What follows belongs to an exercise in optimizing a design on an open flow for small area and a short achievable clock period; a production flow would make more cautious choices. Only simulation tests tie the RTL to the original design; equivalence was not proved. Power is estimated from default activity; no workload was simulated.

## flow/design.v (module list and top-level ports; edited modules follow where they fit)
// module Vertex_RS: 68 lines
// module Vertex_PE_A: 1126 lines
// module Vertex_PE_B: 49 lines
// module Vertex_PE: 16 lines
// module Vertex_Unit: 135 lines
module Vertex_Unit(
    input clk,
    input reset,
    input Bank2RS_in_sos,
    input Bank2RS_in_eos,
    input [16-1:0] Bank2RS_in_FV_data_0,
    input [16-1:0] Bank2RS_in_FV_data_1,
    input [16-1:0] Bank2RS_in_FV_data_2,
    input [16-1:0] Bank2RS_in_FV_data_3,
    input [$clog2(128)-1:0] Bank2RS_in_Node_id,
    input [$clog2(32)-1:0] start_idx,
    input Vertex_buf_idle,
    input complete,
    input [16-1:0] Weight_data_in_0,
    input [16-1:0] Weight_data_in_1,
    input [16-1:0] Weight_data_in_2,
    input [16-1:0] Weight_data_in_3,
    output logic [16-1:0] vertex_data_0,
    output logic [16-1:0] vertex_data_1,
    output logic [16-1:0] vertex_data_2,
    output logic [16-1:0] vertex_data_3,
    output logic [$clog2(128)-1:0] vertex_Node_id_0,
    output logic [$clog2(128)-1:0] vertex_Node_id_1,
    output logic [$clog2(128)-1:0] vertex_Node_id_2,
    output logic [$clog2(128)-1:0] vertex_Node_id_3,
    output logic fire,
    output logic RS_available,
    output logic Vertex_RS_empty
);
  // ...
==> flow/run.sh <==
#!/bin/bash
# synth_recipe.tcl (not shown) runs the flow's synth.tcl, then flattens the netlist and writes it again
# the make line also repeats each setting of config.mk as NAME=value (left out here)
make -C /OpenROAD-flow-scripts/flow DESIGN_CONFIG=/design/flow/config.mk WORK_HOME=/design/flow/orfs CLKGATE_MAP_FILE= SYNTH_SCRIPT=/design/flow/synth_recipe.tcl finish
==> flow/config.mk <==
export PLATFORM = sky130hd
export DESIGN_NAME = Vertex_Unit
export DESIGN_NICKNAME = Vertex_Unit
export VERILOG_FILES = /design/flow/design.v
export SDC_FILE = /design/flow/constraint.sdc
export NUM_CORES = 4
export LEC_CHECK = 0
export CAP_MARGIN = 40
export CORE_MARGIN = 2
export CORE_UTILIZATION = 35
export CTS_CLUSTER_DIAMETER = 100
export CTS_CLUSTER_SIZE = 25
export PLACE_DENSITY = 0.5
export SETUP_SLACK_MARGIN = 5
export SLEW_MARGIN = 40
export TNS_END_PERCENT = 5
==> flow/constraint.sdc <==
create_clock -name core_clock -period 10.0 [get_ports {clk}]
set_input_delay 2.0000 -clock core_clock [delete_from_list [all_inputs] [get_ports {clk}]]
set_output_delay 2.0000 -clock core_clock [all_outputs]
set_load 0.01 [all_outputs]
==> flow_summary.yaml, run 1 <==
yosys:
  async_flop_share: 0.190
  ys.flop_type: "edfxtp_1"
  synth_compound_area_frac: 0.169
  synth.top_cell.area_share: 0.399
  synthTopCellsByArea: "edfxtp_1 (40%), fa_1 (12%), dfrtp_1 (7.8%), a22oi_1 (4.1%), nand2_1 (2.9%)"
placement:
  post_dp_cell_area_um2: 164000
cells_and_area:
  top_register: "rs.data"
  final_util: 0.399
  area_delta_synth_final_pct: 13.4
  final_common_cell: "edfxtp_1"
  drive_above_1_share: 0.143
  reg.largest.list: "rs.data: 2048 flops, rs.F: 256 flops, g_pe.pe.rows_q: 152 flops"
  finalInstanceArea_um2: 175000
  clock_buffer_count: 186
  inverters_excl_clock: 875
worst_setup_path:
  cp-endpoint: "g_pe[2].pe.rows_q[27]"
  max_stage_delay_ns: 0.54
  required_ns: 10.81
  worstSetupPathType: "in -> reg"
  critical_path.top_delay_family: "adder cells"
  crit_path_end_kind: "flip-flop"
  ff2ff_path_depth: 15
  critical_path_depth: 13
clock_tree:
  cts-root-buf: "clkbuf_16"
  postCtsHoldBufs: 0
  clkSinkCount: 2529
  cts_tree: "yes"
detailed_routing:
  vias: 116371
  wl_met3_um: 65700
  met1_length_um: 266000
global_route:
  grtUsageMet2: 0.438
  grt_max_degree: 142
  use_met1: 0.383
  grt_pass1_wl_um: 892000
pwr:
  vdd_drop_max_mv: 0.370
  p_clk_frac: 0.152
  clock_power_uw: 6580
timing:
  worst_pin_slew_ns: 0.998
  setup_viol: 0
  finalHoldViolCount: 0
  worst_slack_ns: 4.39
outcome:
  status: "finished clean"
die:
  taps: 5880
hold_path:
  holdCritStartpoint: "v1"
==> module Vertex_PE_B, before the edit <==
module Vertex_PE_B(
    input  [191:0] rows,
    output [15:0] y
);
assign y[0] = rows[0];
assign y[1] = rows[1];
assign y[2] = rows[2];
assign y[3] = rows[3];
assign y[4] = rows[4];
assign y[5] = rows[5];
assign y[6] = rows[6];
assign y[7] = rows[7];
wire t1 = rows[12] ^ rows[28];
wire t2 = rows[12] & rows[28];
wire t3 = rows[13] ^ rows[29] ^ rows[45];
wire t4 = (rows[13] & rows[29]) | (rows[13] & rows[45]) | (rows[29] & rows[45]);
wire t5 = rows[14] ^ rows[30] ^ rows[46];
wire t6 = (rows[14] & rows[30]) | (rows[14] & rows[46]) | (rows[30] & rows[46]);
wire t7 = rows[111] ^ rows[127] ^ rows[143];
wire t8 = (rows[111] & rows[127]) | (rows[111] & rows[143]) | (rows[127] & rows[143]);
wire t9 = rows[159] ^ rows[15] ^ rows[175];
wire t10 = (rows[159] & rows[15]) | (rows[159] & rows[175]) | (rows[15] & rows[175]);
wire t11 = rows[191] ^ rows[31] ^ rows[47];
wire t12 = (rows[191] & rows[31]) | (rows[191] & rows[47]) | (rows[31] & rows[47]);
wire t13 = rows[63] ^ rows[79] ^ rows[95];
wire t14 = (rows[63] & rows[79]) | (rows[63] & rows[95]) | (rows[79] & rows[95]);
wire t15 = t6 ^ t11 ^ t13;
wire t16 = (t6 & t11) | (t6 & t13) | (t11 & t13);
wire t17 = t7 ^ t9;
wire t18 = t7 & t9;
wire [7:0] ra, rb;
assign ra[0] = rows[24];
assign rb[0] = rows[8];
assign ra[1] = rows[25];
assign rb[1] = rows[9];
assign ra[2] = rows[10];
assign rb[2] = rows[26];
assign ra[3] = rows[11];
assign rb[3] = rows[27];
assign ra[4] = rows[44];
assign rb[4] = t1;
assign ra[5] = t2;
assign rb[5] = t3;
assign ra[6] = t4;
assign rb[6] = t5;
assign ra[7] = t17;
assign rb[7] = t15;
assign y[15:8] = ra + rb + rows[16];
endmodule
==> inputs of run 2 (changes only) <==
--- a/flow/design.v
+++ b/flow/design.v
@@ -725,537 +725,536 @@
 wire t257 = t208 ^ t249 ^ t210;
 wire t258 = (t208 & t249) | (t208 & t210) | (t249 & t210);
 wire t259 = t251 ^ t253 ^ t212;
 wire t260 = (t251 & t253) | (t251 & t212) | (t253 & t212);
 wire t261 = t214 ^ t255 ^ t257;
 wire t262 = (t214 & t255) | (t214 & t257) | (t255 & t257);
 wire t263 = t259 ^ t216 ^ t261;
 wire t264 = (t259 & t216) | (t259 & t261) | (t216 & t261);
-wire t265 = t218 ^ t263;
-wire t266 = t218 & t263;
-wire t267 = p0_0_11 ^ p0_1_9 ^ p0_2_7;
-wire t268 = (p0_0_11 & p0_1_9) | (p0_0_11 & p0_2_7) | (p0_1_9 & p0_2_7);
-wire t269 = p0_3_5 ^ p0_4_3 ^ p0_5_1;
-wire t270 = (p0_3_5 & p0_4_3) | (p0_3_5 & p0_5_1) | (p0_4_3 & p0_5_1);
-wire t271 = p1_0_11 ^ p1_1_9 ^ p1_2_7;
-wire t272 = (p1_0_11 & p1_1_9) | (p1_0_11 & p1_2_7) | (p1_1_9 & p1_2_7);
-wire t273 = p1_3_5 ^ p1_4_3 ^ p1_5_1;
-wire t274 = (p1_3_5 & p1_4_3) | (p1_3_5 & p1_5_1) | (p1_4_3 & p1_5_1);
-wire t275 = p2_0_11 ^ p2_1_9 ^ p2_2_7;
-wire t276 = (p2_0_11 & p2_1_9) | (p2_0_11 & p2_2_7) | (p2_1_9 & p2_2_7);
-wire t277 = p2_3_5 ^ p2_4_3 ^ p2_5_1;
-wire t278 = (p2_3_5 & p2_4_3) | (p2_3_5 & p2_5_1) | (p2_4_3 & p2_5_1);
-wire t279 = p3_0_11 ^ p3_1_9 ^ p3_2_7;
-wire t280 = (p3_0_11 & p3_1_9) | (p3_0_11 & p3_2_7) | (p3_1_9 & p3_2_7);
-wire t281 = p3_3_5 ^ p3_4_3 ^ p3_5_1;
-wire t282 = (p3_3_5 & p3_4_3) | (p3_3_5 & p3_5_1) | (p3_4_3 & p3_5_1);
-wire t283 = t222 ^ t224 ^ t226;
-wire t284 = (t222 & t224) | (t222 & t226) | (t224 & t226);
-wire t285 = t228 ^ t230 ^ t232;
-wire t286 = (t228 & t230) | (t228 & t232) | (t230 & t232);
-wire t287 = t234 ^ t236 ^ t238;
-wire t288 = (t234 & t236) | (t234 & t238) | (t236 & t238);
-wire t289 = t267 ^ t269 ^ t271;
-wire t290 = (t267 & t269) | (t267 & t271) | (t269 & t271);
-wire t291 = t273 ^ t275 ^ t277;
-wire t292 = (t273 & t275) | (t273 & t277) | (t275 & t277);
-wire t293 = t279 ^ t281 ^ t240;
-wire t294 = (t279 & t281) | (t279 & t240) | (t281 & t240);
-wire t295 = t242 ^ t244 ^ t246;
-wire t296 = (t242 & t244) | (t242 & t246) | (t244 & t246);
-wire t297 = t248 ^ t283 ^ t285;
-wire t298 = (t248 & t283) | (t248 & t285) | (t283 & t285);
-wire t299 = t287 ^ t289 ^ t291;
-wire t300 = (t287 & t289) | (t287 & t291) | (t289 & t291);
-wire t301 = t250 ^ t252 ^ t293;
-wire t302 = (t250 & t252) | (t250 & t293) | (t252 & t293);
-wire t303 = t254 ^ t295 ^ t297;
-wire t304 = (t254 & t295) | (t254 & t297) | (t295 & t297);
-wire t305 = t299 ^ t256 ^ t258;
-wire t306 = (t299 & t256) | (t299 & t258) | (t256 & t258);
-wire t307 = t301 ^ t303 ^ t260;
-wire t308 = (t301 & t303) | (t301 & t260) | (t303 & t260);
-wire t309 = t262 ^ t305 ^ t307;
-wire t310 = (t262 & t305) | (t262 & t307) | (t305 & t307);
-wire t311 = t264 ^ t266;
-wire t312 = t264 & t266;
-wire t313 = neg0_6 ^ neg1_6 ^ neg2_6;
-wire t314 = (neg0_6 & neg1_6) | (neg0_6 & neg2_6) | (neg1_6 & neg2_6);
-wire t315 = neg3_6 ^ p0_0_12 ^ p0_1_10;
-wire t316 = (neg3_6 & p0_0_12) | (neg3_6 & p0_1_10) | (p0_0_12 & p0_1_10);
-wire t317 = p0_2_8 ^ p0_3_6 ^ p0_4_4;
-wire t318 = (p0_2_8 & p0_3_6) | (p0_2_8 & p0_4_4) | (p0_3_6 & p0_4_4);
-wire t319 = p0_5_2 ^ p0_6_0 ^ p1_0_12;
-wire t320 = (p0_5_2 & p0_6_0) | (p0_5_2 & p1_0_12) | (p0_6_0 & p1_0_12);
-wire t321 = p1_1_10 ^ p1_2_8 ^ p1_3_6;
-wire t322 = (p1_1_10 & p1_2_8) | (p1_1_10 & p1_3_6) | (p1_2_8 & p1_3_6);
-wire t323 = p1_4_4 ^ p1_5_2 ^ p1_6_0;
-wire t324 = (p1_4_4 & p1_5_2) | (p1_4_4 & p1_6_0) | (p1_5_2 & p1_6_0);
-wire t325 = p2_0_12 ^ p2_1_10 ^ p2_2_8;
-wire t326 = (p2_0_12 & p2_1_10) | (p2_0_12 & p2_2_8) | (p2_1_10 & p2_2_8);
-wire t327 = p2_3_6 ^ p2_4_4 ^ p2_5_2;
-wire t328 = (p2_3_6 & p2_4_4) | (p2_3_6 & p2_5_2) | (p2_4_4 & p2_5_2);
-wire t329 = p2_6_0 ^ p3_0_12 ^ p3_1_10;
-wire t330 = (p2_6_0 & p3_0_12) | (p2_6_0 & p3_1_10) | (p3_0_12 & p3_1_10);
-wire t331 = p3_2_8 ^ p3_3_6 ^ p3_4_4;
-wire t332 = (p3_2_8 & p3_3_6) | (p3_2_8 & p3_4_4) | (p3_3_6 & p3_4_4);
-wire t333 = p3_5_2 ^ p3_6_0 ^ t268;
-wire t334 = (p3_5_2 & p3_6_0) | (p3_5_2 & t268) | (p3_6_0 & t268);
-wire t335 = t270 ^ t272 ^ t274;
-wire t336 = (t270 & t272) | (t270 & t274) | (t272 & t274);
-wire t337 = t276 ^ t278 ^ t280;
-wire t338 = (t276 & t278) | (t276 & t280) | (t278 & t280);
-wire t339 = t282 ^ t313 ^ t315;
-wire t340 = (t282 & t313) | (t282 & t315) | (t313 & t315);
-wire t341 = t317 ^ t319 ^ t321;
-wire t342 = (t317 & t319) | (t317 & t321) | (t319 & t321);
-wire t343 = t323 ^ t325 ^ t327;
-wire t344 = (t323 & t325) | (t323 & t327) | (t325 & t327);
-wire t345 = t329 ^ t331 ^ t284;
-wire t346 = (t329 & t331) | (t329 & t284) | (t331 & t284);
-wire t347 = t286 ^ t288 ^ t290;
-wire t348 = (t286 & t288) | (t286 & t290) | (t288 & t290);
-wire t349 = t292 ^ t333 ^ t335;
-wire t350 = (t292 & t333) | (t292 & t335) | (t333 & t335);
-wire t351 = t337 ^ t339 ^ t341;
-wire t352 = (t337 & t339) | (t337 & t341) | (t339 & t341);
-wire t353 = t343 ^ t294 ^ t296;
-wire t354 = (t343 & t294) | (t343 & t296) | (t294 & t296);
-wire t355 = t298 ^ t345 ^ t300;
-wire t356 = (t298 & t345) | (t298 & t300) | (t345 & t300);
-wire t357 = t347 ^ t349 ^ t351;
-wire t358 = (t347 & t349) | (t347 & t351) | (t349 & t351);
-wire t359 = t302 ^ t304 ^ t353;
-wire t360 = (t302 & t304) | (t302 & t353) | (t304 & t353);
-wire t361 = t355 ^ t357 ^ t306;
-wire t362 = (t355 & t357) | (t355 & t306) | (t357 & t306);
-wire t363 = t359 ^ t308 ^ t361;
-wire t364 = (t359 & t308) | (t359 & t361) | (t308 & t361);
-wire t365 = p0_0_13 ^ p0_1_11 ^ p0_2_9;
-wire t366 = (p0_0_13 & p0_1_11) | (p0_0_13 & p0_2_9) | (p0_1_11 & p0_2_9);
-wire t367 = p0_3_7 ^ p0_4_5 ^ p0_5_3;
-wire t368 = (p0_3_7 & p0_4_5) | (p0_3_7 & p0_5_3) | (p0_4_5 & p0_5_3);
-wire t369 = p0_6_1 ^ p1_0_13 ^ p1_1_11;
-wire t370 = (p0_6_1 & p1_0_13) | (p0_6_1 & p1_1_11) | (p1_0_13 & p1_1_11);
-wire t371 = p1_2_9 ^ p1_3_7 ^ p1_4_5;
-wire t372 = (p1_2_9 & p1_3_7) | (p1_2_9 & p1_4_5) | (p1_3_7 & p1_4_5);
-wire t373 = p1_5_3 ^ p1_6_1 ^ p2_0_13;
-wire t374 = (p1_5_3 & p1_6_1) | (p1_5_3 & p2_0_13) | (p1_6_1 & p2_0_13);
-wire t375 = p2_1_11 ^ p2_2_9 ^ p2_3_7;
-wire t376 = (p2_1_11 & p2_2_9) | (p2_1_11 & p2_3_7) | (p2_2_9 & p2_3_7);
-wire t377 = p2_4_5 ^ p2_5_3 ^ p2_6_1;
-wire t378 = (p2_4_5 & p2_5_3) | (p2_4_5 & p2_6_1) | (p2_5_3 & p2_6_1);
-wire t379 = p3_0_13 ^ p3_1_11 ^ p3_2_9;
-wire t380 = (p3_0_13 & p3_1_11) | (p3_0_13 & p3_2_9) | (p3_1_11 & p3_2_9);
-wire t381 = p3_3_7 ^ p3_4_5 ^ p3_5_3;
-wire t382 = (p3_3_7 & p3_4_5) | (p3_3_7 & p3_5_3) | (p3_4_5 & p3_5_3);
-wire t383 = p3_6_1 ^ t314 ^ t316;
-wire t384 = (p3_6_1 & t314) | (p3_6_1 & t316) | (t314 & t316);
-wire t385 = t318 ^ t320 ^ t322;
-wire t386 = (t318 & t320) | (t318 & t322) | (t320 & t322);
-wire t387 = t324 ^ t326 ^ t328;
-wire t388 = (t324 & t326) | (t324 & t328) | (t326 & t328);
-wire t389 = t330 ^ t332 ^ t365;
-wire t390 = (t330 & t332) | (t330 & t365) | (t332 & t365);
-wire t391 = t367 ^ t369 ^ t371;
-wire t392 = (t367 & t369) | (t367 & t371) | (t369 & t371);
-wire t393 = t373 ^ t375 ^ t377;
-wire t394 = (t373 & t375) | (t373 & t377) | (t375 & t377);
-wire t395 = t379 ^ t381 ^ t334;
-wire t396 = (t379 & t381) | (t379 & t334) | (t381 & t334);
-wire t397 = t336 ^ t338 ^ t340;
-wire t398 = (t336 & t338) | (t336 & t340) | (t338 & t340);
-wire t399 = t342 ^ t344 ^ t383;
-wire t400 = (t342 & t344) | (t342 & t383) | (t344 & t383);
-wire t401 = t385 ^ t387 ^ t389;
-wire t402 = (t385 & t387) | (t385 & t389) | (t387 & t389);
-wire t403 = t391 ^ t393 ^ t346;
-wire t404 = (t391 & t393) | (t391 & t346) | (t393 & t346);
-wire t405 = t348 ^ t350 ^ t395;
-wire t406 = (t348 & t350) | (t348 & t395) | (t350 & t395);
-wire t407 = t352 ^ t397 ^ t399;
-wire t408 = (t352 & t397) | (t352 & t399) | (t397 & t399);
-wire t409 = t401 ^ t354 ^ t403;
-wire t410 = (t401 & t354) | (t401 & t403) | (t354 & t403);
-wire t411 = t356 ^ t405 ^ t358;
-wire t412 = (t356 & t405) | (t356 & t358) | (t405 & t358);
-wire t413 = t407 ^ t360 ^ t409;
-wire t414 = (t407 & t360) | (t407 & t409) | (t360 & t409);
-wire t415 = t411 ^ t362;
-wire t416 = t411 & t362;
-wire t417 = neg0_7 ^ neg1_7 ^ neg2_7;
-wire t418 = (neg0_7 & neg1_7) | (neg0_7 & neg2_7) | (neg1_7 & neg2_7);
-wire t419 = neg3_7 ^ p0_0_14 ^ p0_1_12;
-wire t420 = (neg3_7 & p0_0_14) | (neg3_7 & p0_1_12) | (p0_0_14 & p0_1_12);
-wire t421 = p0_2_10 ^ p0_3_8 ^ p0_4_6;
-wire t422 = (p0_2_10 & p0_3_8) | (p0_2_10 & p0_4_6) | (p0_3_8 & p0_4_6);
-wire t423 = p0_5_4 ^ p0_6_2 ^ p0_7_0;
-wire t424 = (p0_5_4 & p0_6_2) | (p0_5_4 & p0_7_0) | (p0_6_2 & p0_7_0);
-wire t425 = p1_0_14 ^ p1_1_12 ^ p1_2_10;
-wire t426 = (p1_0_14 & p1_1_12) | (p1_0_14 & p1_2_10) | (p1_1_12 & p1_2_10);
-wire t427 = p1_3_8 ^ p1_4_6 ^ p1_5_4;
-wire t428 = (p1_3_8 & p1_4_6) | (p1_3_8 & p1_5_4) | (p1_4_6 & p1_5_4);
-wire t429 = p1_6_2 ^ p1_7_0 ^ p2_0_14;
-wire t430 = (p1_6_2 & p1_7_0) | (p1_6_2 & p2_0_14) | (p1_7_0 & p2_0_14);
-wire t431 = p2_1_12 ^ p2_2_10 ^ p2_3_8;
-wire t432 = (p2_1_12 & p2_2_10) | (p2_1_12 & p2_3_8) | (p2_2_10 & p2_3_8);
-wire t433 = p2_4_6 ^ p2_5_4 ^ p2_6_2;
-wire t434 = (p2_4_6 & p2_5_4) | (p2_4_6 & p2_6_2) | (p2_5_4 & p2_6_2);
-wire t435 = p2_7_0 ^ p3_0_14 ^ p3_1_12;
-wire t436 = (p2_7_0 & p3_0_14) | (p2_7_0 & p3_1_12) | (p3_0_14 & p3_1_12);
-wire t437 = p3_2_10 ^ p3_3_8 ^ p3_4_6;
-wire t438 = (p3_2_10 & p3_3_8) | (p3_2_10 & p3_4_6) | (p3_3_8 & p3_4_6);
-wire t439 = p3_5_4 ^ p3_6_2 ^ p3_7_0;
-wire t440 = (p3_5_4 & p3_6_2) | (p3_5_4 & p3_7_0) | (p3_6_2 & p3_7_0);
-wire t441 = t366 ^ t368 ^ t370;
-wire t442 = (t366 & t368) | (t366 & t370) | (t368 & t370);
-wire t443 = t372 ^ t374 ^ t376;
-wire t444 = (t372 & t374) | (t372 & t376) | (t374 & t376);
-wire t445 = t378 ^ t380 ^ t382;
-wire t446 = (t378 & t380) | (t378 & t382) | (t380 & t382);
-wire t447 = t417 ^ t419 ^ t421;
-wire t448 = (t417 & t419) | (t417 & t421) | (t419 & t421);
-wire t449 = t423 ^ t425 ^ t427;
-wire t450 = (t423 & t425) | (t423 & t427) | (t425 & t427);
-wire t451 = t429 ^ t431 ^ t433;
-wire t452 = (t429 & t431) | (t429 & t433) | (t431 & t433);
-wire t453 = t435 ^ t437 ^ t439;
-wire t454 = (t435 & t437) | (t435 & t439) | (t437 & t439);
-wire t455 = t384 ^ t386 ^ t388;
-wire t456 = (t384 & t386) | (t384 & t388) | (t386 & t388);
-wire t457 = t390 ^ t392 ^ t394;
-wire t458 = (t390 & t392) | (t390 & t394) | (t392 & t394);
-wire t459 = t441 ^ t443 ^ t445;
-wire t460 = (t441 & t443) | (t441 & t445) | (t443 & t445);
-wire t461 = t447 ^ t449 ^ t451;
-wire t462 = (t447 & t449) | (t447 & t451) | (t449 & t451);
-wire t463 = t453 ^ t396 ^ t398;
-wire t464 = (t453 & t396) | (t453 & t398) | (t396 & t398);
-wire t465 = t400 ^ t455 ^ t402;
-wire t466 = (t400 & t455) | (t400 & t402) | (t455 & t402);
-wire t467 = t457 ^ t459 ^ t461;
-wire t468 = (t457 & t459) | (t457 & t461) | (t459 & t461);
-wire t469 = t404 ^ t406 ^ t408;
-wire t470 = (t404 & t406) | (t404 & t408) | (t406 & t408);
-wire t471 = t463 ^ t465 ^ t467;
-wire t472 = (t463 & t465) | (t463 & t467) | (t465 & t467);
-wire t473 = t410 ^ t412 ^ t469;
-wire t474 = (t410 & t412) | (t410 & t469) | (t412 & t469);
-wire t475 = t471 ^ t414;
-wire t476 = t471 & t414;
-wire t477 = p0_0_15 ^ p0_1_13 ^ p0_2_11;
-wire t478 = (p0_0_15 & p0_1_13) | (p0_0_15 & p0_2_11) | (p0_1_13 & p0_2_11);
-wire t479 = p0_3_9 ^ p0_4_7 ^ p0_5_5;
-wire t480 = (p0_3_9 & p0_4_7) | (p0_3_9 & p0_5_5) | (p0_4_7 & p0_5_5);
-wire t481 = p0_6_3 ^ p0_7_1 ^ p1_0_15;
-wire t482 = (p0_6_3 & p0_7_1) | (p0_6_3 & p1_0_15) | (p0_7_1 & p1_0_15);
-wire t483 = p1_1_13 ^ p1_2_11 ^ p1_3_9;
-wire t484 = (p1_1_13 & p1_2_11) | (p1_1_13 & p1_3_9) | (p1_2_11 & p1_3_9);
-wire t485 = p1_4_7 ^ p1_5_5 ^ p1_6_3;
-wire t486 = (p1_4_7 & p1_5_5) | (p1_4_7 & p1_6_3) | (p1_5_5 & p1_6_3);
-wire t487 = p1_7_1 ^ p2_0_15 ^ p2_1_13;
-wire t488 = (p1_7_1 & p2_0_15) | (p1_7_1 & p2_1_13) | (p2_0_15 & p2_1_13);
-wire t489 = p2_2_11 ^ p2_3_9 ^ p2_4_7;
-wire t490 = (p2_2_11 & p2_3_9) | (p2_2_11 & p2_4_7) | (p2_3_9 & p2_4_7);
-wire t491 = p2_5_5 ^ p2_6_3 ^ p2_7_1;
-wire t492 = (p2_5_5 & p2_6_3) | (p2_5_5 & p2_7_1) | (p2_6_3 & p2_7_1);
-wire t493 = p3_0_15 ^ p3_1_13 ^ p3_2_11;
-wire t494 = (p3_0_15 & p3_1_13) | (p3_0_15 & p3_2_11) | (p3_1_13 & p3_2_11);
-wire t495 = p3_3_9 ^ p3_4_7 ^ p3_5_5;
-wire t496 = (p3_3_9 & p3_4_7) | (p3_3_9 & p3_5_5) | (p3_4_7 & p3_5_5);
-wire t497 = p3_6_3 ^ p3_7_1 ^ t418;
-wire t498 = (p3_6_3 & p3_7_1) | (p3_6_3 & t418) | (p3_7_1 & t418);
-wire t499 = t420 ^ t422 ^ t424;
-wire t500 = (t420 & t422) | (t420 & t424) | (t422 & t424);
-wire t501 = t426 ^ t428 ^ t430;
-wire t502 = (t426 & t428) | (t426 & t430) | (t428 & t430);
-wire t503 = t432 ^ t434 ^ t436;
-wire t504 = (t432 & t434) | (t432 & t436) | (t434 & t436);
-wire t505 = t438 ^ t440 ^ t477;
-wire t506 = (t438 & t440) | (t438 & t477) | (t440 & t477);
-wire t507 = t479 ^ t481 ^ t483;
-wire t508 = (t479 & t481) | (t479 & t483) | (t481 & t483);
-wire t509 = t485 ^ t487 ^ t489;
-wire t510 = (t485 & t487) | (t485 & t489) | (t487 & t489);
-wire t511 = t491 ^ t493 ^ t495;
-wire t512 = (t491 & t493) | (t491 & t495) | (t493 & t495);
-wire t513 = t442 ^ t444 ^ t446;
-wire t514 = (t442 & t444) | (t442 & t446) | (t444 & t446);
-wire t515 = t448 ^ t450 ^ t452;
-wire t516 = (t448 & t450) | (t448 & t452) | (t450 & t452);
-wire t517 = t454 ^ t497 ^ t499;
-wire t518 = (t454 & t497) | (t454 & t499) | (t497 & t499);
-wire t519 = t501 ^ t503 ^ t505;
-wire t520 = (t501 & t503) | (t501 & t505) | (t503 & t505);
-wire t521 = t507 ^ t509 ^ t511;
-wire t522 = (t507 & t509) | (t507 & t511) | (t509 & t511);
-wire t523 = t456 ^ t458 ^ t460;
-wire t524 = (t456 & t458) | (t456 & t460) | (t458 & t460);
-wire t525 = t513 ^ t462 ^ t515;
-wire t526 = (t513 & t462) | (t513 & t515) | (t462 & t515);
-wire [7:0] la, lb;
+wire t265 = p0_0_11 ^ p0_1_9 ^ p0_2_7;
+wire t266 = (p0_0_11 & p0_1_9) | (p0_0_11 & p0_2_7) | (p0_1_9 & p0_2_7);
+wire t267 = p0_3_5 ^ p0_4_3 ^ p0_5_1;
+wire t268 = (p0_3_5 & p0_4_3) | (p0_3_5 & p0_5_1) | (p0_4_3 & p0_5_1);
+wire t269 = p1_0_11 ^ p1_1_9 ^ p1_2_7;
+wire t270 = (p1_0_11 & p1_1_9) | (p1_0_11 & p1_2_7) | (p1_1_9 & p1_2_7);
+wire t271 = p1_3_5 ^ p1_4_3 ^ p1_5_1;
+wire t272 = (p1_3_5 & p1_4_3) | (p1_3_5 & p1_5_1) | (p1_4_3 & p1_5_1);
+wire t273 = p2_0_11 ^ p2_1_9 ^ p2_2_7;
+wire t274 = (p2_0_11 & p2_1_9) | (p2_0_11 & p2_2_7) | (p2_1_9 & p2_2_7);
+wire t275 = p2_3_5 ^ p2_4_3 ^ p2_5_1;
+wire t276 = (p2_3_5 & p2_4_3) | (p2_3_5 & p2_5_1) | (p2_4_3 & p2_5_1);
+wire t277 = p3_0_11 ^ p3_1_9 ^ p3_2_7;
+wire t278 = (p3_0_11 & p3_1_9) | (p3_0_11 & p3_2_7) | (p3_1_9 & p3_2_7);
+wire t279 = p3_3_5 ^ p3_4_3 ^ p3_5_1;
+wire t280 = (p3_3_5 & p3_4_3) | (p3_3_5 & p3_5_1) | (p3_4_3 & p3_5_1);
+wire t281 = t222 ^ t224 ^ t226;
+wire t282 = (t222 & t224) | (t222 & t226) | (t224 & t226);
+wire t283 = t228 ^ t230 ^ t232;
+wire t284 = (t228 & t230) | (t228 & t232) | (t230 & t232);
+wire t285 = t234 ^ t236 ^ t238;
+wire t286 = (t234 & t236) | (t234 & t238) | (t236 & t238);
+wire t287 = t265 ^ t267 ^ t269;
+wire t288 = (t265 & t267) | (t265 & t269) | (t267 & t269);
+wire t289 = t271 ^ t273 ^ t275;
+wire t290 = (t271 & t273) | (t271 & t275) | (t273 & t275);
+wire t291 = t277 ^ t279 ^ t240;
+wire t292 = (t277 & t279) | (t277 & t240) | (t279 & t240);
+wire t293 = t242 ^ t244 ^ t246;
+wire t294 = (t242 & t244) | (t242 & t246) | (t244 & t246);
+wire t295 = t248 ^ t281 ^ t283;
+wire t296 = (t248 & t281) | (t248 & t283) | (t281 & t283);
+wire t297 = t285 ^ t287 ^ t289;
+wire t298 = (t285 & t287) | (t285 & t289) | (t287 & t289);
+wire t299 = t250 ^ t252 ^ t291;
+wire t300 = (t250 & t252) | (t250 & t291) | (t252 & t291);
+wire t301 = t254 ^ t293 ^ t295;
+wire t302 = (t254 & t293) | (t254 & t295) | (t293 & t295);
+wire t303 = t297 ^ t256 ^ t258;
+wire t304 = (t297 & t256) | (t297 & t258) | (t256 & t258);
+wire t305 = t299 ^ t301 ^ t260;
+wire t306 = (t299 & t301) | (t299 & t260) | (t301 & t260);
+wire t307 = t262 ^ t303;
+wire t308 = t262 & t303;
+wire t309 = neg0_6 ^ neg1_6 ^ neg2_6;
+wire t310 = (neg0_6 & neg1_6) | (neg0_6 & neg2_6) | (neg1_6 & neg2_6);
+wire t311 = neg3_6 ^ p0_0_12 ^ p0_1_10;
+wire t312 = (neg3_6 & p0_0_12) | (neg3_6 & p0_1_10) | (p0_0_12 & p0_1_10);
+wire t313 = p0_2_8 ^ p0_3_6 ^ p0_4_4;
+wire t314 = (p0_2_8 & p0_3_6) | (p0_2_8 & p0_4_4) | (p0_3_6 & p0_4_4);
+wire t315 = p0_5_2 ^ p0_6_0 ^ p1_0_12;
+wire t316 = (p0_5_2 & p0_6_0) | (p0_5_2 & p1_0_12) | (p0_6_0 & p1_0_12);
+wire t317 = p1_1_10 ^ p1_2_8 ^ p1_3_6;
+wire t318 = (p1_1_10 & p1_2_8) | (p1_1_10 & p1_3_6) | (p1_2_8 & p1_3_6);
+wire t319 = p1_4_4 ^ p1_5_2 ^ p1_6_0;
+wire t320 = (p1_4_4 & p1_5_2) | (p1_4_4 & p1_6_0) | (p1_5_2 & p1_6_0);
+wire t321 = p2_0_12 ^ p2_1_10 ^ p2_2_8;
+wire t322 = (p2_0_12 & p2_1_10) | (p2_0_12 & p2_2_8) | (p2_1_10 & p2_2_8);
+wire t323 = p2_3_6 ^ p2_4_4 ^ p2_5_2;
+wire t324 = (p2_3_6 & p2_4_4) | (p2_3_6 & p2_5_2) | (p2_4_4 & p2_5_2);
+wire t325 = p2_6_0 ^ p3_0_12 ^ p3_1_10;
+wire t326 = (p2_6_0 & p3_0_12) | (p2_6_0 & p3_1_10) | (p3_0_12 & p3_1_10);
+wire t327 = p3_2_8 ^ p3_3_6 ^ p3_4_4;
+wire t328 = (p3_2_8 & p3_3_6) | (p3_2_8 & p3_4_4) | (p3_3_6 & p3_4_4);
+wire t329 = p3_5_2 ^ p3_6_0 ^ t266;
+wire t330 = (p3_5_2 & p3_6_0) | (p3_5_2 & t266) | (p3_6_0 & t266);
+wire t331 = t268 ^ t270 ^ t272;
+wire t332 = (t268 & t270) | (t268 & t272) | (t270 & t272);
+wire t333 = t274 ^ t276 ^ t278;
+wire t334 = (t274 & t276) | (t274 & t278) | (t276 & t278);
+wire t335 = t280 ^ t309 ^ t311;
+wire t336 = (t280 & t309) | (t280 & t311) | (t309 & t311);
+wire t337 = t313 ^ t315 ^ t317;
+wire t338 = (t313 & t315) | (t313 & t317) | (t315 & t317);
+wire t339 = t319 ^ t321 ^ t323;
+wire t340 = (t319 & t321) | (t319 & t323) | (t321 & t323);
+wire t341 = t325 ^ t327 ^ t282;
+wire t342 = (t325 & t327) | (t325 & t282) | (t327 & t282);
+wire t343 = t284 ^ t286 ^ t288;
+wire t344 = (t284 & t286) | (t284 & t288) | (t286 & t288);
+wire t345 = t290 ^ t329 ^ t331;
+wire t346 = (t290 & t329) | (t290 & t331) | (t329 & t331);
+wire t347 = t333 ^ t335 ^ t337;
+wire t348 = (t333 & t335) | (t333 & t337) | (t335 & t337);
+wire t349 = t339 ^ t292 ^ t294;
+wire t350 = (t339 & t292) | (t339 & t294) | (t292 & t294);
+wire t351 = t296 ^ t341 ^ t298;
+wire t352 = (t296 & t341) | (t296 & t298) | (t341 & t298);
+wire t353 = t343 ^ t345 ^ t347;
+wire t354 = (t343 & t345) | (t343 & t347) | (t345 & t347);
+wire t355 = t300 ^ t302 ^ t349;
+wire t356 = (t300 & t302) | (t300 & t349) | (t302 & t349);
+wire t357 = t351 ^ t353 ^ t304;
+wire t358 = (t351 & t353) | (t351 & t304) | (t353 & t304);
+wire t359 = t355 ^ t308;
+wire t360 = t355 & t308;
+wire t361 = p0_0_13 ^ p0_1_11 ^ p0_2_9;
+wire t362 = (p0_0_13 & p0_1_11) | (p0_0_13 & p0_2_9) | (p0_1_11 & p0_2_9);
+wire t363 = p0_3_7 ^ p0_4_5 ^ p0_5_3;
+wire t364 = (p0_3_7 & p0_4_5) | (p0_3_7 & p0_5_3) | (p0_4_5 & p0_5_3);
+wire t365 = p0_6_1 ^ p1_0_13 ^ p1_1_11;
+wire t366 = (p0_6_1 & p1_0_13) | (p0_6_1 & p1_1_11) | (p1_0_13 & p1_1_11);
+wire t367 = p1_2_9 ^ p1_3_7 ^ p1_4_5;
+wire t368 = (p1_2_9 & p1_3_7) | (p1_2_9 & p1_4_5) | (p1_3_7 & p1_4_5);
+wire t369 = p1_5_3 ^ p1_6_1 ^ p2_0_13;
+wire t370 = (p1_5_3 & p1_6_1) | (p1_5_3 & p2_0_13) | (p1_6_1 & p2_0_13);
+wire t371 = p2_1_11 ^ p2_2_9 ^ p2_3_7;
+wire t372 = (p2_1_11 & p2_2_9) | (p2_1_11 & p2_3_7) | (p2_2_9 & p2_3_7);
+wire t373 = p2_4_5 ^ p2_5_3 ^ p2_6_1;
+wire t374 = (p2_4_5 & p2_5_3) | (p2_4_5 & p2_6_1) | (p2_5_3 & p2_6_1);
+wire t375 = p3_0_13 ^ p3_1_11 ^ p3_2_9;
+wire t376 = (p3_0_13 & p3_1_11) | (p3_0_13 & p3_2_9) | (p3_1_11 & p3_2_9);
+wire t377 = p3_3_7 ^ p3_4_5 ^ p3_5_3;
+wire t378 = (p3_3_7 & p3_4_5) | (p3_3_7 & p3_5_3) | (p3_4_5 & p3_5_3);
+wire t379 = p3_6_1 ^ t310 ^ t312;
+wire t380 = (p3_6_1 & t310) | (p3_6_1 & t312) | (t310 & t312);
+wire t381 = t314 ^ t316 ^ t318;
+wire t382 = (t314 & t316) | (t314 & t318) | (t316 & t318);
+wire t383 = t320 ^ t322 ^ t324;
+wire t384 = (t320 & t322) | (t320 & t324) | (t322 & t324);
+wire t385 = t326 ^ t328 ^ t361;
+wire t386 = (t326 & t328) | (t326 & t361) | (t328 & t361);
+wire t387 = t363 ^ t365 ^ t367;
+wire t388 = (t363 & t365) | (t363 & t367) | (t365 & t367);
+wire t389 = t369 ^ t371 ^ t373;
+wire t390 = (t369 & t371) | (t369 & t373) | (t371 & t373);
+wire t391 = t375 ^ t377 ^ t330;
+wire t392 = (t375 & t377) | (t375 & t330) | (t377 & t330);
+wire t393 = t332 ^ t334 ^ t336;
+wire t394 = (t332 & t334) | (t332 & t336) | (t334 & t336);
+wire t395 = t338 ^ t340 ^ t379;
+wire t396 = (t338 & t340) | (t338 & t379) | (t340 & t379);
+wire t397 = t381 ^ t383 ^ t385;
+wire t398 = (t381 & t383) | (t381 & t385) | (t383 & t385);
+wire t399 = t387 ^ t389 ^ t342;
+wire t400 = (t387 & t389) | (t387 & t342) | (t389 & t342);
+wire t401 = t344 ^ t346 ^ t391;
+wire t402 = (t344 & t346) | (t344 & t391) | (t346 & t391);
+wire t403 = t348 ^ t393 ^ t395;
+wire t404 = (t348 & t393) | (t348 & t395) | (t393 & t395);
+wire t405 = t397 ^ t350 ^ t399;
+wire t406 = (t397 & t350) | (t397 & t399) | (t350 & t399);
+wire t407 = t352 ^ t401 ^ t354;
+wire t408 = (t352 & t401) | (t352 & t354) | (t401 & t354);
+wire t409 = t403 ^ t356 ^ t405;
+wire t410 = (t403 & t356) | (t403 & t405) | (t356 & t405);
+wire t411 = t407 ^ t358;
+wire t412 = t407 & t358;
+wire t413 = neg0_7 ^ neg1_7 ^ neg2_7;
+wire t414 = (neg0_7 & neg1_7) | (neg0_7 & neg2_7) | (neg1_7 & neg2_7);
+wire t415 = neg3_7 ^ p0_0_14 ^ p0_1_12;
+wire t416 = (neg3_7 & p0_0_14) | (neg3_7 & p0_1_12) | (p0_0_14 & p0_1_12);
+wire t417 = p0_2_10 ^ p0_3_8 ^ p0_4_6;
+wire t418 = (p0_2_10 & p0_3_8) | (p0_2_10 & p0_4_6) | (p0_3_8 & p0_4_6);
+wire t419 = p0_5_4 ^ p0_6_2 ^ p0_7_0;
+wire t420 = (p0_5_4 & p0_6_2) | (p0_5_4 & p0_7_0) | (p0_6_2 & p0_7_0);
+wire t421 = p1_0_14 ^ p1_1_12 ^ p1_2_10;
+wire t422 = (p1_0_14 & p1_1_12) | (p1_0_14 & p1_2_10) | (p1_1_12 & p1_2_10);
+wire t423 = p1_3_8 ^ p1_4_6 ^ p1_5_4;
+wire t424 = (p1_3_8 & p1_4_6) | (p1_3_8 & p1_5_4) | (p1_4_6 & p1_5_4);
+wire t425 = p1_6_2 ^ p1_7_0 ^ p2_0_14;
+wire t426 = (p1_6_2 & p1_7_0) | (p1_6_2 & p2_0_14) | (p1_7_0 & p2_0_14);
+wire t427 = p2_1_12 ^ p2_2_10 ^ p2_3_8;
+wire t428 = (p2_1_12 & p2_2_10) | (p2_1_12 & p2_3_8) | (p2_2_10 & p2_3_8);
+wire t429 = p2_4_6 ^ p2_5_4 ^ p2_6_2;
+wire t430 = (p2_4_6 & p2_5_4) | (p2_4_6 & p2_6_2) | (p2_5_4 & p2_6_2);
+wire t431 = p2_7_0 ^ p3_0_14 ^ p3_1_12;
+wire t432 = (p2_7_0 & p3_0_14) | (p2_7_0 & p3_1_12) | (p3_0_14 & p3_1_12);
+wire t433 = p3_2_10 ^ p3_3_8 ^ p3_4_6;
+wire t434 = (p3_2_10 & p3_3_8) | (p3_2_10 & p3_4_6) | (p3_3_8 & p3_4_6);
+wire t435 = p3_5_4 ^ p3_6_2 ^ p3_7_0;
+wire t436 = (p3_5_4 & p3_6_2) | (p3_5_4 & p3_7_0) | (p3_6_2 & p3_7_0);
+wire t437 = t362 ^ t364 ^ t366;
+wire t438 = (t362 & t364) | (t362 & t366) | (t364 & t366);
+wire t439 = t368 ^ t370 ^ t372;
+wire t440 = (t368 & t370) | (t368 & t372) | (t370 & t372);
+wire t441 = t374 ^ t376 ^ t378;
+wire t442 = (t374 & t376) | (t374 & t378) | (t376 & t378);
+wire t443 = t413 ^ t415 ^ t417;
+wire t444 = (t413 & t415) | (t413 & t417) | (t415 & t417);
+wire t445 = t419 ^ t421 ^ t423;
+wire t446 = (t419 & t421) | (t419 & t423) | (t421 & t423);
+wire t447 = t425 ^ t427 ^ t429;
+wire t448 = (t425 & t427) | (t425 & t429) | (t427 & t429);
+wire t449 = t431 ^ t433 ^ t435;
+wire t450 = (t431 & t433) | (t431 & t435) | (t433 & t435);
+wire t451 = t380 ^ t382 ^ t384;
+wire t452 = (t380 & t382) | (t380 & t384) | (t382 & t384);
+wire t453 = t386 ^ t388 ^ t390;
+wire t454 = (t386 & t388) | (t386 & t390) | (t388 & t390);
+wire t455 = t437 ^ t439 ^ t441;
+wire t456 = (t437 & t439) | (t437 & t441) | (t439 & t441);
+wire t457 = t443 ^ t445 ^ t447;
+wire t458 = (t443 & t445) | (t443 & t447) | (t445 & t447);
+wire t459 = t449 ^ t392 ^ t394;
+wire t460 = (t449 & t392) | (t449 & t394) | (t392 & t394);
+wire t461 = t396 ^ t451 ^ t398;
+wire t462 = (t396 & t451) | (t396 & t398) | (t451 & t398);
+wire t463 = t453 ^ t455 ^ t457;
+wire t464 = (t453 & t455) | (t453 & t457) | (t455 & t457);
+wire t465 = t400 ^ t402 ^ t404;
+wire t466 = (t400 & t402) | (t400 & t404) | (t402 & t404);
+wire t467 = t459 ^ t461 ^ t463;
+wire t468 = (t459 & t461) | (t459 & t463) | (t461 & t463);
+wire t469 = t406 ^ t408 ^ t465;
+wire t470 = (t406 & t408) | (t406 & t465) | (t408 & t465);
+wire t471 = t467 ^ t410;
+wire t472 = t467 & t410;
+wire t473 = p0_0_15 ^ p0_1_13 ^ p0_2_11;
+wire t474 = (p0_0_15 & p0_1_13) | (p0_0_15 & p0_2_11) | (p0_1_13 & p0_2_11);
+wire t475 = p0_3_9 ^ p0_4_7 ^ p0_5_5;
+wire t476 = (p0_3_9 & p0_4_7) | (p0_3_9 & p0_5_5) | (p0_4_7 & p0_5_5);
+wire t477 = p0_6_3 ^ p0_7_1 ^ p1_0_15;
+wire t478 = (p0_6_3 & p0_7_1) | (p0_6_3 & p1_0_15) | (p0_7_1 & p1_0_15);
+wire t479 = p1_1_13 ^ p1_2_11 ^ p1_3_9;
+wire t480 = (p1_1_13 & p1_2_11) | (p1_1_13 & p1_3_9) | (p1_2_11 & p1_3_9);
+wire t481 = p1_4_7 ^ p1_5_5 ^ p1_6_3;
+wire t482 = (p1_4_7 & p1_5_5) | (p1_4_7 & p1_6_3) | (p1_5_5 & p1_6_3);
+wire t483 = p1_7_1 ^ p2_0_15 ^ p2_1_13;
+wire t484 = (p1_7_1 & p2_0_15) | (p1_7_1 & p2_1_13) | (p2_0_15 & p2_1_13);
+wire t485 = p2_2_11 ^ p2_3_9 ^ p2_4_7;
+wire t486 = (p2_2_11 & p2_3_9) | (p2_2_11 & p2_4_7) | (p2_3_9 & p2_4_7);
+wire t487 = p2_5_5 ^ p2_6_3 ^ p2_7_1;
+wire t488 = (p2_5_5 & p2_6_3) | (p2_5_5 & p2_7_1) | (p2_6_3 & p2_7_1);
+wire t489 = p3_0_15 ^ p3_1_13 ^ p3_2_11;
+wire t490 = (p3_0_15 & p3_1_13) | (p3_0_15 & p3_2_11) | (p3_1_13 & p3_2_11);
+wire t491 = p3_3_9 ^ p3_4_7 ^ p3_5_5;
+wire t492 = (p3_3_9 & p3_4_7) | (p3_3_9 & p3_5_5) | (p3_4_7 & p3_5_5);
+wire t493 = p3_6_3 ^ p3_7_1 ^ t414;
+wire t494 = (p3_6_3 & p3_7_1) | (p3_6_3 & t414) | (p3_7_1 & t414);
+wire t495 = t416 ^ t418 ^ t420;
+wire t496 = (t416 & t418) | (t416 & t420) | (t418 & t420);
+wire t497 = t422 ^ t424 ^ t426;
+wire t498 = (t422 & t424) | (t422 & t426) | (t424 & t426);
+wire t499 = t428 ^ t430 ^ t432;
+wire t500 = (t428 & t430) | (t428 & t432) | (t430 & t432);
+wire t501 = t434 ^ t436 ^ t473;
+wire t502 = (t434 & t436) | (t434 & t473) | (t436 & t473);
+wire t503 = t475 ^ t477 ^ t479;
+wire t504 = (t475 & t477) | (t475 & t479) | (t477 & t479);
+wire t505 = t481 ^ t483 ^ t485;
+wire t506 = (t481 & t483) | (t481 & t485) | (t483 & t485);
+wire t507 = t487 ^ t489 ^ t491;
+wire t508 = (t487 & t489) | (t487 & t491) | (t489 & t491);
+wire t509 = t438 ^ t440 ^ t442;
+wire t510 = (t438 & t440) | (t438 & t442) | (t440 & t442);
+wire t511 = t444 ^ t446 ^ t448;
+wire t512 = (t444 & t446) | (t444 & t448) | (t446 & t448);
+wire t513 = t450 ^ t493 ^ t495;
+wire t514 = (t450 & t493) | (t450 & t495) | (t493 & t495);
+wire t515 = t497 ^ t499 ^ t501;
+wire t516 = (t497 & t499) | (t497 & t501) | (t499 & t501);
+wire t517 = t503 ^ t505 ^ t507;
+wire t518 = (t503 & t505) | (t503 & t507) | (t505 & t507);
+wire t519 = t452 ^ t454 ^ t456;
+wire t520 = (t452 & t454) | (t452 & t456) | (t454 & t456);
+wire t521 = t509 ^ t458 ^ t511;
+wire t522 = (t509 & t458) | (t509 & t511) | (t458 & t511);
+wire [6:0] la, lb;
 assign la[0] = t3;
 assign lb[0] = t5;
 assign la[1] = t9;
 assign lb[1] = t11;
 assign la[2] = t23;
 assign lb[2] = t25;
 assign la[3] = t39;
 assign lb[3] = t37;
 assign la[4] = t59;
 assign lb[4] = t61;
 assign la[5] = t83;
 assign lb[5] = t81;
 assign la[6] = t111;
 assign lb[6] = t113;
-assign la[7] = t114;
-assign lb[7] = t143;
-wire [8:0] ls = la + lb;
+wire [7:0] ls = la + lb;
 assign rows[0] = ls[0];
 assign rows[1] = ls[1];
 assign rows[2] = ls[2];
 assign rows[3] = ls[3];
 assign rows[4] = ls[4];
 assign rows[5] = ls[5];
 assign rows[6] = ls[6];
-assign rows[7] = ls[7];
+assign rows[7] = t114;
 assign rows[8] = t179;
 assign rows[9] = t182;
-assign rows[10] = t220;
-assign rows[11] = t309;
-assign rows[12] = t310;
-assign rows[13] = t413;
-assign rows[14] = t473;
-assign rows[15] = t517;
-assign rows[16] = ls[8];
+assign rows[10] = t218;
+assign rows[11] = t307;
+assign rows[12] = t306;
+assign rows[13] = t360;
+assign rows[14] = t469;
+assign rows[15] = t513;
+assign rows[16] = ls[7];
 assign rows[17] = 1'b0;
 assign rows[18] = 1'b0;
 assign rows[19] = 1'b0;
 assign rows[20] = 1'b0;
 assign rows[21] = 1'b0;
 assign rows[22] = 1'b0;
-assign rows[23] = 1'b0;
+assign rows[23] = t143;
 assign rows[24] = t181;
 assign rows[25] = t219;
-assign rows[26] = t265;
-assign rows[27] = t311;
-assign rows[28] = t363;
-assign rows[29] = t415;
-assign rows[30] = t416;
-assign rows[31] = t519;
+assign rows[26] = t263;
+assign rows[27] = t305;
+assign rows[28] = t357;
+assign rows[29] = t409;
+assign rows[30] = t412;
+assign rows[31] = t515;
 assign rows[32] = 1'b0;
 assign rows[33] = 1'b0;
 assign rows[34] = 1'b0;
 assign rows[35] = 1'b0;
 assign rows[36] = 1'b0;
 assign rows[37] = 1'b0;
 assign rows[38] = 1'b0;
 assign rows[39] = 1'b0;
 assign rows[40] = 1'b0;
 assign rows[41] = 1'b0;
-assign rows[42] = 1'b0;
-assign rows[43] = 1'b0;
-assign rows[44] = t312;
-assign rows[45] = t364;
-assign rows[46] = t475;
-assign rows[47] = t521;
+assign rows[42] = t220;
+assign rows[43] = t264;
+assign rows[44] = t359;
+assign rows[45] = t411;
+assign rows[46] = t471;
+assign rows[47] = t517;
 assign rows[48] = 1'b0;
 assign rows[49] = 1'b0;
 assign rows[50] = 1'b0;
 assign rows[51] = 1'b0;
 assign rows[52] = 1'b0;
 assign rows[53] = 1'b0;
 assign rows[54] = 1'b0;
 assign rows[55] = 1'b0;
 assign rows[56] = 1'b0;
 assign rows[57] = 1'b0;
 assign rows[58] = 1'b0;
 assign rows[59] = 1'b0;
 assign rows[60] = 1'b0;
 assign rows[61] = 1'b0;
 assign rows[62] = 1'b0;
-assign rows[63] = t464;
+assign rows[63] = t460;
 assign rows[64] = 1'b0;
 assign rows[65] = 1'b0;
 assign rows[66] = 1'b0;
 assign rows[67] = 1'b0;
 assign rows[68] = 1'b0;
 assign rows[69] = 1'b0;
 assign rows[70] = 1'b0;
 assign rows[71] = 1'b0;
 assign rows[72] = 1'b0;
 assign rows[73] = 1'b0;
 assign rows[74] = 1'b0;
 assign rows[75] = 1'b0;
 assign rows[76] = 1'b0;
 assign rows[77] = 1'b0;
 assign rows[78] = 1'b0;
-assign rows[79] = t466;
+assign rows[79] = t462;
 assign rows[80] = 1'b0;
 assign rows[81] = 1'b0;
 assign rows[82] = 1'b0;
 assign rows[83] = 1'b0;
 assign rows[84] = 1'b0;
 assign rows[85] = 1'b0;
 assign rows[86] = 1'b0;
 assign rows[87] = 1'b0;
 assign rows[88] = 1'b0;
 assign rows[89] = 1'b0;
 assign rows[90] = 1'b0;
 assign rows[91] = 1'b0;
 assign rows[92] = 1'b0;
 assign rows[93] = 1'b0;
 assign rows[94] = 1'b0;
-assign rows[95] = t523;
+assign rows[95] = t519;
 assign rows[96] = 1'b0;
 assign rows[97] = 1'b0;
 assign rows[98] = 1'b0;
 assign rows[99] = 1'b0;
 assign rows[100] = 1'b0;
 assign rows[101] = 1'b0;
 assign rows[102] = 1'b0;
 assign rows[103] = 1'b0;
 assign rows[104] = 1'b0;
 assign rows[105] = 1'b0;
 assign rows[106] = 1'b0;
 assign rows[107] = 1'b0;
 assign rows[108] = 1'b0;
 assign rows[109] = 1'b0;
 assign rows[110] = 1'b0;
-assign rows[111] = t468;
+assign rows[111] = t464;
 assign rows[112] = 1'b0;
 assign rows[113] = 1'b0;
 assign rows[114] = 1'b0;
 assign rows[115] = 1'b0;
 assign rows[116] = 1'b0;
 assign rows[117] = 1'b0;
 assign rows[118] = 1'b0;
 assign rows[119] = 1'b0;
 assign rows[120] = 1'b0;
 assign rows[121] = 1'b0;
 assign rows[122] = 1'b0;
 assign rows[123] = 1'b0;
 assign rows[124] = 1'b0;
 assign rows[125] = 1'b0;
 assign rows[126] = 1'b0;
-assign rows[127] = t525;
+assign rows[127] = t521;
 assign rows[128] = 1'b0;
 assign rows[129] = 1'b0;
 assign rows[130] = 1'b0;
 assign rows[131] = 1'b0;
 assign rows[132] = 1'b0;
 assign rows[133] = 1'b0;
 assign rows[134] = 1'b0;
 assign rows[135] = 1'b0;
 assign rows[136] = 1'b0;
 assign rows[137] = 1'b0;
 assign rows[138] = 1'b0;
 assign rows[139] = 1'b0;
 assign rows[140] = 1'b0;
 assign rows[141] = 1'b0;
 assign rows[142] = 1'b0;
-assign rows[143] = t470;
+assign rows[143] = t466;
 assign rows[144] = 1'b0;
 assign rows[145] = 1'b0;
 assign rows[146] = 1'b0;
 assign rows[147] = 1'b0;
 assign rows[148] = 1'b0;
 assign rows[149] = 1'b0;
 assign rows[150] = 1'b0;
 assign rows[151] = 1'b0;
 assign rows[152] = 1'b0;
 assign rows[153] = 1'b0;
 assign rows[154] = 1'b0;
 assign rows[155] = 1'b0;
 assign rows[156] = 1'b0;
 assign rows[157] = 1'b0;
 assign rows[158] = 1'b0;
-assign rows[159] = t472;
+assign rows[159] = t468;
 assign rows[160] = 1'b0;
 assign rows[161] = 1'b0;
 assign rows[162] = 1'b0;
 assign rows[163] = 1'b0;
 assign rows[164] = 1'b0;
 assign rows[165] = 1'b0;
 assign rows[166] = 1'b0;
 assign rows[167] = 1'b0;
 assign rows[168] = 1'b0;
 assign rows[169] = 1'b0;
 assign rows[170] = 1'b0;
 assign rows[171] = 1'b0;
 assign rows[172] = 1'b0;
 assign rows[173] = 1'b0;
 assign rows[174] = 1'b0;
-assign rows[175] = t474;
+assign rows[175] = t470;
 assign rows[176] = 1'b0;
 assign rows[177] = 1'b0;
 assign rows[178] = 1'b0;
 assign rows[179] = 1'b0;
 assign rows[180] = 1'b0;
 assign rows[181] = 1'b0;
 assign rows[182] = 1'b0;
 assign rows[183] = 1'b0;
 assign rows[184] = 1'b0;
 assign rows[185] = 1'b0;
 assign rows[186] = 1'b0;
 assign rows[187] = 1'b0;
 assign rows[188] = 1'b0;
 assign rows[189] = 1'b0;
 assign rows[190] = 1'b0;
-assign rows[191] = t476;
+assign rows[191] = t472;
 endmodule
 module Vertex_PE_B(
     input  [191:0] rows,
     output [15:0] y
 );
 assign y[0] = rows[0];
 assign y[1] = rows[1];
 assign y[2] = rows[2];
 assign y[3] = rows[3];
 assign y[4] = rows[4];
 assign y[5] = rows[5];
 assign y[6] = rows[6];
-assign y[7] = rows[7];
-wire t1 = rows[12] ^ rows[28];
-wire t2 = rows[12] & rows[28];
-wire t3 = rows[13] ^ rows[29] ^ rows[45];
-wire t4 = (rows[13] & rows[29]) | (rows[13] & rows[45]) | (rows[29] & rows[45]);
-wire t5 = rows[14] ^ rows[30] ^ rows[46];
-wire t6 = (rows[14] & rows[30]) | (rows[14] & rows[46]) | (rows[30] & rows[46]);
-wire t7 = rows[111] ^ rows[127] ^ rows[143];
-wire t8 = (rows[111] & rows[127]) | (rows[111] & rows[143]) | (rows[127] & rows[143]);
-wire t9 = rows[159] ^ rows[15] ^ rows[175];
-wire t10 = (rows[159] & rows[15]) | (rows[159] & rows[175]) | (rows[15] & rows[175]);
-wire t11 = rows[191] ^ rows[31] ^ rows[47];
-wire t12 = (rows[191] & rows[31]) | (rows[191] & rows[47]) | (rows[31] & rows[47]);
-wire t13 = rows[63] ^ rows[79] ^ rows[95];
-wire t14 = (rows[63] & rows[79]) | (rows[63] & rows[95]) | (rows[79] & rows[95]);
-wire t15 = t6 ^ t11 ^ t13;
-wire t16 = (t6 & t11) | (t6 & t13) | (t11 & t13);
-wire t17 = t7 ^ t9;
-wire t18 = t7 & t9;
-wire [7:0] ra, rb;
-assign ra[0] = rows[24];
-assign rb[0] = rows[8];
-assign ra[1] = rows[25];
-assign rb[1] = rows[9];
-assign ra[2] = rows[10];
-assign rb[2] = rows[26];
-assign ra[3] = rows[11];
-assign rb[3] = rows[27];
-assign ra[4] = rows[44];
-assign rb[4] = t1;
-assign ra[5] = t2;
-assign rb[5] = t3;
-assign ra[6] = t4;
-assign rb[6] = t5;
-assign ra[7] = t17;
-assign rb[7] = t15;
-assign y[15:8] = ra + rb + rows[16];
+wire t1 = rows[10] ^ rows[26];
+wire t2 = rows[10] & rows[26];
+wire t3 = rows[11] ^ rows[27] ^ rows[43];
+wire t4 = (rows[11] & rows[27]) | (rows[11] & rows[43]) | (rows[27] & rows[43]);
+wire t5 = rows[12] ^ rows[28] ^ rows[44];
+wire t6 = (rows[12] & rows[28]) | (rows[12] & rows[44]) | (rows[28] & rows[44]);
+wire t7 = rows[13] ^ rows[29] ^ rows[45];
+wire t8 = (rows[13] & rows[29]) | (rows[13] & rows[45]) | (rows[29] & rows[45]);
+wire t9 = rows[14] ^ rows[30] ^ rows[46];
+wire t10 = (rows[14] & rows[30]) | (rows[14] & rows[46]) | (rows[30] & rows[46]);
+wire t11 = rows[111] ^ rows[127] ^ rows[143];
+wire t12 = (rows[111] & rows[127]) | (rows[111] & rows[143]) | (rows[127] & rows[143]);
+wire t13 = rows[159] ^ rows[15] ^ rows[175];
+wire t14 = (rows[159] & rows[15]) | (rows[159] & rows[175]) | (rows[15] & rows[175]);
+wire t15 = rows[191] ^ rows[31] ^ rows[47];
+wire t16 = (rows[191] & rows[31]) | (rows[191] & rows[47]) | (rows[31] & rows[47]);
+wire t17 = rows[63] ^ rows[79] ^ rows[95];
+wire t18 = (rows[63] & rows[79]) | (rows[63] & rows[95]) | (rows[79] & rows[95]);
+wire t19 = t10 ^ t11 ^ t13;
+wire t20 = (t10 & t11) | (t10 & t13) | (t11 & t13);
+wire t21 = t15 ^ t17;
+wire t22 = t15 & t17;
+wire [8:0] ra, rb;
+assign ra[0] = rows[23];
+assign rb[0] = rows[7];
+assign ra[1] = rows[24];
+assign rb[1] = rows[8];
+assign ra[2] = rows[25];
+assign rb[2] = rows[9];
+assign ra[3] = rows[42];
+assign rb[3] = t1;
+assign ra[4] = t2;
+assign rb[4] = t3;
+assign ra[5] = t4;
+assign rb[5] = t5;
+assign ra[6] = t6;
+assign rb[6] = t7;
+assign ra[7] = t8;
+assign rb[7] = t9;
+assign ra[8] = t21;
+assign rb[8] = t19;
+assign y[15:7] = ra + rb + rows[16];
 endmodule
 module Vertex_PE(
     input clk,
     input reset,
     input  [15:0] W0, W1, W2, W3,
     input  [15:0] F0, F1, F2, F3,
     output [15:0] y
 );
==> flow/config.mk (replaced) <==
export PLATFORM = sky130hd
export DESIGN_NAME = Vertex_Unit
export DESIGN_NICKNAME = Vertex_Unit
export VERILOG_FILES = /design/flow/design.v
export SDC_FILE = /design/flow/constraint.sdc
export NUM_CORES = 4
export LEC_CHECK = 0
export CAP_MARGIN = 40
export CORE_MARGIN = 2
export CORE_UTILIZATION = 35
export CTS_CLUSTER_DIAMETER = 80
export CTS_CLUSTER_SIZE = 20
export PLACE_DENSITY = 0.5
export SETUP_SLACK_MARGIN = 5
export SLEW_MARGIN = 40
export TNS_END_PERCENT = 5
==> run 2 against run 1 <==
- hold slack lost 0.0033 ns
- fmax rose by 5.6%
- area after synthesis down 0.40%
- still clean
- via count down 0.99%
==> flow_summary.yaml, run 2 <==
outcome:
  status: "finished clean"
cells_and_area:
  reg.largest.list: "rs.data: 2048 flops, rs.F: 256 flops, g_pe.pe.rows_q: 164 flops"
  final_common_cell: "edfxtp_1"
  layout_common_cells: "edfxtp_1 (2048), nand2_1 (1269), a22oi_1 (854)"
  area_delta_synth_final_pct: 15.0
  drive_above_1_share: 0.147
  largest_register_ff_count: 2048
  finalInstanceArea_um2: 177000
  nets: 14500
  top_register: "rs.data"
  final_util: 0.404
timing:
  period_minus_slack_ns: 5.31
  slew_headroom: 0.358
  fmax_mhz: 188
  setup_viol: 0
  worst_pin_slew_ns: 0.959
  setup_tns_ns: 0
  finalMaxSlewViolations: 0
  fin_skew_ns: 0.0823
  finalCritPeriodShare: 0.531
  timing.hold.ws_ns: 0.355
  finalHoldViolCount: 0
  rsz0062_at_grt: "true"
die:
  core_um2: 438000
  die-area_um2: 444000
  chipHeight_um: 666
  die_x_um: 666
  num_rows: 243
  start_util: 0.351
  io_pins: 241
job:
  maxCapViolCount: 0
worst_setup_path:
  path_cells: "buf_16 > buf_4 > clkbuf_16 > a22oi_1 > o21ai_0 > fa_1 > fa_1 > fa_2 > fa_1 > inv_1 > fa_1 > fa_1"
  crit_slowest_cell: "fa_1"
  worstSetupPathType: "in -> reg"
  required_ns: 10.77
  cp.arrival_ns: 6.07
  crit_path_end_kind: "flip-flop"
  crit_fanout: 16
  max_stage_delay_ns: 0.74
  crit_top_cell: "fa_1"
  setup.worst_path.start_class: "input port"
yosys:
  ys_ff_latch: 2541
  synth_fp_nets: 14649
  yosysSeqAreaShare: 0.481
  yosysMostFrequentCell: "edfxtp_1"
  yosys-top-cells-count: "edfxtp_1 (2048), nand2_1 (1275), clkbuf_1 (932)"
  synthTopCellsByArea: "edfxtp_1 (40%), fa_1 (12%), dfrtp_1 (8.0%), a22oi_1 (4.2%), nand2_1 (3.1%)"
  syn_avg_cell_area_um2: 11.4
  syn_area_um2: 154000
  synthCells: 13455
  synth_edf_count: 2048
  async_flop_share: 0.194
  ys.flop_type: "edfxtp_1"
  synth_cell_types: 79
  synth.top_cell.area_share: 0.400
  yosys_warnings: 3
  synth_top_area_cell: "edfxtp_1"
detailed_routing:
  antenna_left: 0
  via_per_inst: 6.01
  remaining_drc_errors: 0
  drt_wl_total_um: 679000
  drtIter0Drc: 17763
  wl_per_cell_um: 35.4
  vias: 115217
  firstDrtPassIters: 10
global_route:
  grtUsageTotal: 0.293
  grt_max_degree: 135
  antenna_found_initial: 45
  grt_pass1_wl_um: 908000
  overflow: 0
  grt_pass1_vias: 106545
placement:
  post_dp_cell_area_um2: 163000
  gp_congestion: 0.959
  dp_hpwl_um: 423000
  portBuffers: 240
clock_tree:
  clk_latency_ns: 0.94
  path_clk_slew_ns: 0.09
  ctsHtreeMaxLevel: 4
  clkSinkCount: 2541
  postCtsHoldBufs: 0
  cts-buffers-inserted: 174
  cts_tree: "yes"
  cts-root-buf: "clkbuf_16"
  ctsLongestPathBuffers: 4
pwr:
  p_leak_uw: 0.0628
  p_per_area_nw_per_um2: 225
  vdd_drop_max_mv: 0.220
hold_path:
  min_path_type: "reg -> reg"
==> run 2: cell count changes after synthesis, sizes merged, moves of 40 or more <==
cell   change
o21ai     -81
nand2     +73
nor2      -55
mux2      +53
o22ai     -53
and4      +40
==> run 2: logic make-up after synthesis <==
family,after synthesis,synth area share
compound gates,3472,0.159
simple gates,2766,0.0831
flops,2541,0.481
buf+inv,2148,0.0543
fa+ha+maj,1110,0.134
xor+xnor,763,0.0438
mux,655,0.0451
==> run 2: through the flow <==
stage          std cells  worst slack (ns)  total power, uW
2_1_floorplan      13455              4.22            24700
3_3_place_gp       18581              2.86            31000
3_5_place_dp       18598              2.87            31200
4_1_cts            19105              4.75            39300
5_1_grt            19162              4.66            41800
6_report           19186              4.69            39700
==> run 2: worst paths after layout <==
check | startpoint | endpoint | slack (ns) | cells past startpoint
max | Weight_data_in_0[4] | g_pe[2].pe.rows_q[26] | 4.69 | 12
min | v1 | v2 | 0.36 | 0
max reg2reg | rs.F[197] | g_pe[3].pe.rows_q[25] | 4.75 | 15
min reg2reg | v1 | v2 | 0.36 | 0
max in group asynchronous | reset | rs.F[231] | 7.27 | 3
min in group asynchronous | reset | g_pe[0].pe.rows_q[11] | 1.05 | 1
==> run 2: power breakdown <==
group	internal (uW)	leakage, uW	switching [uW]
Clock	3490	0.00261	3960
Sequential	12700	0.0250	1010
Combinational	7230	0.0352	11300
Total	23400	0.0628	16300
==> run 2: repair_timing <==
item | in CTS | in global routing
endpoints found under the setup margin | 469 | 212
pin swaps | 127 | 61
gates cloned | 108 | 17
buffers inserted | 128 | 32
resized for setup | 697 | 129
==> run 2: cell type report <==
type | instances | area, um^2
fillers | 41268 | 261000
multi-input cells | 8766 | 73900
flip-flops and latches | 2541 | 73900
repair buffers | 939 | 12700
well taps | 5757 | 7200
clock buffers | 222 | 4640
inverters | 881 | 3460
clock inverters | 49 | 731
repair inverters | 3 | 90.1
diodes | 28 | 70.1
==> run 2: routing by layer <==
metal  vias to the layer above  global-route usage  part of all wire
met2                      6958               0.429              0.42
met1                     58231               0.394              0.39
met4                        28               0.178             0.078
li1                      48310                   -                 -
met5                         -                   0           0.00028
met3                      1690              0.0684              0.11
==> run 2: worst max-delay path: cells and delay by family <==
kind / cells / cell delay [ns]
fa+ha+maj: 6 / 3.12
compound gates: 2 / 0.29
buf+inv: 4 / 0.62

==> port drivers added, routing unchanged <==
Ports are ideal in the flow. The routed layouts listed here were re-timed in OpenROAD.
Step 1 (the two cells are an assumption about what drives the block):
set clk [get_ports {clk}]
set_driving_cell -lib_cell sky130_fd_sc_hd__clkbuf_16 $clk
set_driving_cell -lib_cell sky130_fd_sc_hd__buf_2 [delete_from_list [all_inputs] $clk]
Step 2, shift: input delay + t, output delay - t, t = (earliest + latest rising clock arrival at the registers) / 2. This alone moves slack from input paths to output paths.
Slacks: no drivers / after step 1 / after step 2; pairs: no drivers / after step 1.
| run | shift t [ns] | setup slack, ns | worst setup path at the end | worst register clock-pin slew, ns | cell pins on the clock port's net |
|---|---|---|---|---|---|
| run 1 | 1.026 | 4.395 / 4.344 / 3.318 | input to register | 0.11 / 0.11 | 1 |
| run 2 | 1.019 | 4.693 / 4.535 / 3.516 | input to register | 0.09 / 0.09 | 1 |
After both steps every run listed still meets setup and hold. The setup slack of run 2, which loses most, moves by -0.158 ns with the drivers and by -1.177 ns with both steps.
